What follows belongs to an exercise in optimizing a design on an open flow for small area and a short achievable clock period; a production flow would make more cautious choices. Only simulation tests tie the RTL to the original design; equivalence was not proved. Power is estimated from default activity; no workload was simulated.

== job 101 ==
// sync_fifo
module sync_fifo #(
  parameter integer ENTRIES      = 20,
  parameter integer ENTRIES_LOG2 = $clog2(ENTRIES),
  parameter integer DATA_WIDTH   = 64
) (
  input  wire                   i_clk,
  input  wire                   i_rstn,
  input  wire                   i_wren,
  input  wire                   i_rden,
  input  wire [DATA_WIDTH-1:0]  i_data,
  output wire                   o_data_vld,
  output wire [DATA_WIDTH-1:0]  o_data,
  output wire                   o_overflow,
  output wire                   o_underflow
);
Size: about 1400 flip-flops, ~140 I/O pins, ~50000 sq um of cells after synthesis.
clock: 5.0 ns
lec_check: 0
cap_margin: 20
core_margin: 2
core_utilization: 65
cts_buf_list: sky130_fd_sc_hd__clkbuf_4 sky130_fd_sc_hd__clkbuf_8
slew_margin: 20
run.sh (not shown) runs the stock make flow with config.mk's settings and CLKGATE_MAP_FILE= SYNTH_SCRIPT=/design/flow/synth_recipe.tcl, a recipe that flattens the netlist after the stock synthesis.
#### Input delta (job 102 over job 101)
Settings: CTS_BUF_LIST: sky130_fd_sc_hd__clkbuf_4 sky130_fd_sc_hd__clkbuf_8 -> unset; SETUP_SLACK_MARGIN: unset -> 2.5.
## What came out
On layout overhead on the synthesized area: job 102 sits above job 101. Looking at combinational cell fraction of total power, job 102 sits 0.2 points below job 101. There was hardly any difference in wire length reported by the detailed router between job 101 and job 102. In job 102 relative to job 101, standby leakage power had gone up slightly. Run comparison: job 101 slowest stage cell on the critical path sky130_fd_sc_hd__dfxtp_4; job 102 slowest stage cell on the critical path sky130_fd_sc_hd__buf_4. Of job 101 and job 102, job 102 shows the higher total power, with job 101 below it. Row mean number of vias per cell: job 102 higher / job 101 lower. Job 102 against job 101: upper clock frequency limit +51%, least setup slack across all paths after layout went up, final design utilization has increased, proportion of final cell area spent on non-clock buffers roughly the same.
What job 103 does differently from job 102 at the input level:
Settings: removing SETUP_SLACK_MARGIN (formerly 2.5); changing CORE_UTILIZATION from 65 to 40.
==> comparison <==
The final layout from job 103, which completed every stage, passed the timing, DRC and antenna checks at the end of the flow. Global-route total usage across every layer down 13 points in job 103 wrt job 102. Re layout overhead on the synthesized area: job 102 was lower than job 103. Compared with job 102, job 103 shows a wire length of the first global-routing pass that is 9800 um higher.

Another version of the RTL of sync_fifo (not shown whole).
Size: about 2,300 cells after synthesis, roughly 1,400 flip-flops, ~140 I/O pins, ~0.049 mm2 of cells after synthesis.
## sync_fifo
module sync_fifo #(
  parameter integer ENTRIES      = 20,
  parameter integer ENTRIES_LOG2 = $clog2(ENTRIES),
  parameter integer DATA_WIDTH   = 64
) (
  input  wire                   i_clk,
  input  wire                   i_rstn,
  input  wire                   i_wren,
  input  wire                   i_rden,
  input  wire [DATA_WIDTH-1:0]  i_data,
  output wire                   o_data_vld,
  output wire [DATA_WIDTH-1:0]  o_data,
  output wire                   o_overflow,
  output wire                   o_underflow
);
==> flow/config.mk <==
export PLATFORM = sky130hd
export DESIGN_NAME = sync_fifo
export DESIGN_NICKNAME = sync_fifo
export VERILOG_FILES = /design/flow/design.v
export SDC_FILE = /design/flow/constraint.sdc
export NUM_CORES = 4
export LEC_CHECK = 0
export CAP_MARGIN = 20
export CORE_MARGIN = 2
export CORE_UTILIZATION = 65
export CTS_CLUSTER_DIAMETER = 100
export CTS_CLUSTER_SIZE = 30
export GPL_ROUTABILITY_DRIVEN = 0
export GPL_TIMING_DRIVEN = 0
export SETUP_SLACK_MARGIN = 3.1
export SLEW_MARGIN = 20
export SYNTH_HIERARCHICAL = 1
export SYNTH_MINIMUM_KEEP_SIZE = 0
export TNS_END_PERCENT = 30
==> flow/constraint.sdc <==
create_clock -name core_clock -period 5.0 [get_ports {i_clk}]
set_input_delay 1.0000 -clock core_clock [delete_from_list [all_inputs] [get_ports {i_clk}]]
set_output_delay 1.0000 -clock core_clock [all_outputs]
set_load 0.01 [all_outputs]
standard.sh (not shown) runs the stock make flow with config.mk's settings and CLKGATE_MAP_FILE= SYNTH_SCRIPT=/design/flow/synth_recipe.tcl, a recipe that flattens the netlist after the stock synthesis.
==> flow/flow/run.sh <==
#!/bin/bash
cp standard.sh standard_sh_copy.log
export BUFFER_PORTS_ARGS="-buffer_cell sky130_fd_sc_hd__buf_2"
bash standard.sh > standard.log 2>&1
The first run produced a clean layout.
Rerun with:
Settings changed: GPL_ROUTABILITY_DRIVEN 0 to not set, GPL_TIMING_DRIVEN 0 to not set, SETUP_SLACK_MARGIN 3.1 to 2.85, TNS_END_PERCENT 30 to not set.
Outcome: The new run finished clean. Global-route usage is higher by 0.41 points. Routed wire length is about the same. Combinational power went down by 4.4%.
Rerun with:
Settings changed: CORE_UTILIZATION 65 to 75, SETUP_SLACK_MARGIN 2.85 to 2.9.
Effect:
- The changed run passed the timing, DRC and antenna checks
- fmax shrinks by 4.4%
- routed wire length shrinks by 10%
- register-to-register slack gets better by 30 ps
- cell count is lower by 4.1%
Rerun with:
Settings changed: CORE_UTILIZATION 75 to 65, SETUP_SLACK_MARGIN 2.9 to 3.0.
- setup slack improved by 150 ps
- fmax goes up by 6.9%
- total power goes up by 0.60%
- hold slack got worse by 4.1 ps
- wire length goes up by 13%
- design area goes up by about 1.5%
- sequential share of layout area goes down by 1.2 points
- area after synthesis does not change
- clock skew is about the same
- count of clock-buffer cells in the layout stays the same
- global-route usage goes up by 0.44 points
Rerun with:
Settings changed: CTS_CLUSTER_DIAMETER 100 to 80, CTS_CLUSTER_SIZE 30 to 25.
=>
- via count rises slightly
- wire length rises slightly
- design area stays flat
- utilization rises by 0.20 points
- non-clock buffer count falls by 7
- clock-buffer cell count rises by 15

== v3 ==
sync_fifo again, from the RTL that the note above started with.
export LEC_CHECK = 0
export CAP_MARGIN = 20
export CORE_MARGIN = 2
export CORE_UTILIZATION = 65
export CTS_CLUSTER_DIAMETER = 80
export CTS_CLUSTER_SIZE = 24
export PLACE_DENSITY = 0.8
export SETUP_SLACK_MARGIN = 3.1
export SLEW_MARGIN = 20
export SYNTH_HIERARCHICAL = 1
export SYNTH_MINIMUM_KEEP_SIZE = 0
export TNS_END_PERCENT = 30
create_clock -name core_clock -period 5.0 [get_ports {i_clk}]
Scripts as last shown in full above: flow/flow/run.sh
Inputs modified between v3 and v19:
-- flow/config.mk --
<<< v3, line 9
export CORE_MARGIN = 2
export CORE_UTILIZATION = 65
export CTS_CLUSTER_DIAMETER = 80
export CTS_CLUSTER_SIZE = 24
export PLACE_DENSITY = 0.8
export SETUP_SLACK_MARGIN = 3.1
export SLEW_MARGIN = 20
>>> v19, line 9
export CORE_MARGIN = 2
export CORE_UTILIZATION = 65
export CTS_CLUSTER_DIAMETER = 100
export CTS_CLUSTER_SIZE = 30
export SETUP_SLACK_MARGIN = 3.1
export SLEW_MARGIN = 20
--- outcome ---
- Reported for v19 and v3, post-synthesis sequential area ratio turned out identical to the last digit.
- Sort v19 and v3 by met1 demand-to-capacity share in global routing, descending, and v19 comes first.
- Re met3 track demand over resource: v19 and v3 aren't equal, and the lower value belongs to v3.
- Amount of wire on met3 after detailed routing for v19: 18% down relative to v3
- Critical path depth: v19 vs v3 down 3
- Fraction of power consumed by the clock network for v19 is lower than for v3.
- v19 gives less via count normalized by instance count than v3 did.
- From v3 to v19 the numbers moved as follows: setup slack shows an increase of 65 ps; pre-CTS setup slack went down by 56 ps; first-pass GRT wire length rose about 13%.
> inputs changed (v19 -> v54)
-- flow/config.mk --
<<< v19, line 9
export CORE_MARGIN = 2
export CORE_UTILIZATION = 65
export CTS_CLUSTER_DIAMETER = 100
export CTS_CLUSTER_SIZE = 30
export SETUP_SLACK_MARGIN = 3.1
export SLEW_MARGIN = 20
>>> v54, line 9
export CORE_MARGIN = 2
export CORE_UTILIZATION = 65
export CTS_CLUSTER_DIAMETER = 80
export CTS_CLUSTER_SIZE = 25
export SETUP_SLACK_MARGIN = 3.1
export SLEW_MARGIN = 20
Findings:
Number of global-route vias before repair delta (v54 -> v19): insignificant. v54 — hold slack 6.1 ps lower, v19 as reference. Lower final standard cell utilization of the core goes to v19 over v54. v19 has a lower synthesis-to-layout area growth than v54. Diff v19 -> v54: number of vias after detailed routing -86, global router's overall resource usage ~0 delta. In the reports for v19 and v54, the larger sequential share of layout area belongs to v19. v19 -> v54: wire length the detailed router placed on met1 flat.

## the previous run
sync_fifo, a different RTL version from the one above (not shown whole).
Size: about 2300 cells after synthesis, ~1400 flip-flops, ~49000 um^2 of cells after synthesis.
clock: 5.0 ns
lec_check: 0
cap_margin: 20
core_margin: 2
core_utilization: 70
cts_cluster_diameter: 80
cts_cluster_size: 25
setup_slack_margin: 2.8
slew_margin: 20
synth_hierarchical: 1
synth_minimum_keep_size: 0
Scripts as last shown in full above: flow/flow/run.sh
Input-level comparison between the current run and the previous run:
- SETUP_SLACK_MARGIN now 3.0, was 2.8
- CTS_CLUSTER_DIAMETER now 100, was 80
- CORE_UTILIZATION now 65, was 70
- CTS_CLUSTER_SIZE now 30, was 25
Results
The current run and the previous run ended up with roughly the same sequential-cell power consumption. [compare] base=the previous run new=the current run: DRC violation count after routing neither gained nor lost much, clock-buffer cell count lost 15%, final cell count picked up an extra 58.

re-timing with driven ports:
In the flow no input, the clock included, has a driving cell. The finished layouts below were timed again as built, in two steps. Step 1 sets driving cells, clkbuf_16 on the clock port and buf_2 on the other inputs (assumed; they add their load-dependent delay and slew). Step 2 also shifts input and output timing later by t, the mid clock arrival at the registers, as if the neighbouring blocks saw the same clock. a / b / c = ideal ports / drivers / drivers and shift; a / b = the first two.
run	t, ns	slack for setup (ns)	clock arrival spread, ns	worst register clock-pin slew, ns
job 101	0.925	1.214 / 1.144 / 1.289	0.036 / 0.035	0.07 / 0.07
job 102	0.790	2.488 / 2.444 / 1.809	0.030 / 0.031	0.06 / 0.06
job 103	0.796	1.793 / 1.724 / 1.399	0.029 / 0.029	0.06 / 0.06
the first run of note 2	0.718	2.827 / 2.759 / 2.251	0.030 / 0.030	0.11 / 0.11
the second run of note 2	0.727	2.791 / 2.797 / 2.084	0.040 / 0.040	0.12 / 0.12
the third run of note 2	0.712	2.689 / 2.715 / 2.003	0.029 / 0.029	0.12 / 0.12
the fourth run of note 2	0.725	2.838 / 2.766 / 2.273	0.031 / 0.032	0.12 / 0.12
the fifth run of note 2	0.732	2.839 / 2.770 / 2.254	0.024 / 0.024	0.10 / 0.10
v3	0.716	2.805 / 2.810 / 2.113	0.051 / 0.050	0.11 / 0.11
v19	0.728	2.870 / 2.801 / 2.274	0.037 / 0.037	0.12 / 0.12
v54	0.740	2.854 / 2.786 / 2.337	0.033 / 0.034	0.10 / 0.10
the previous run	0.728	2.723 / 2.723 / 2.111	0.052 / 0.052	0.10 / 0.10
the current run	0.724	2.831 / 2.757 / 2.287	0.039 / 0.039	0.12 / 0.12
After both steps every run listed still meets setup and hold. For the second run of note 2, which loses most, drivers alone change the setup slack by +0.006 ns; drivers and shift together by -0.707 ns.
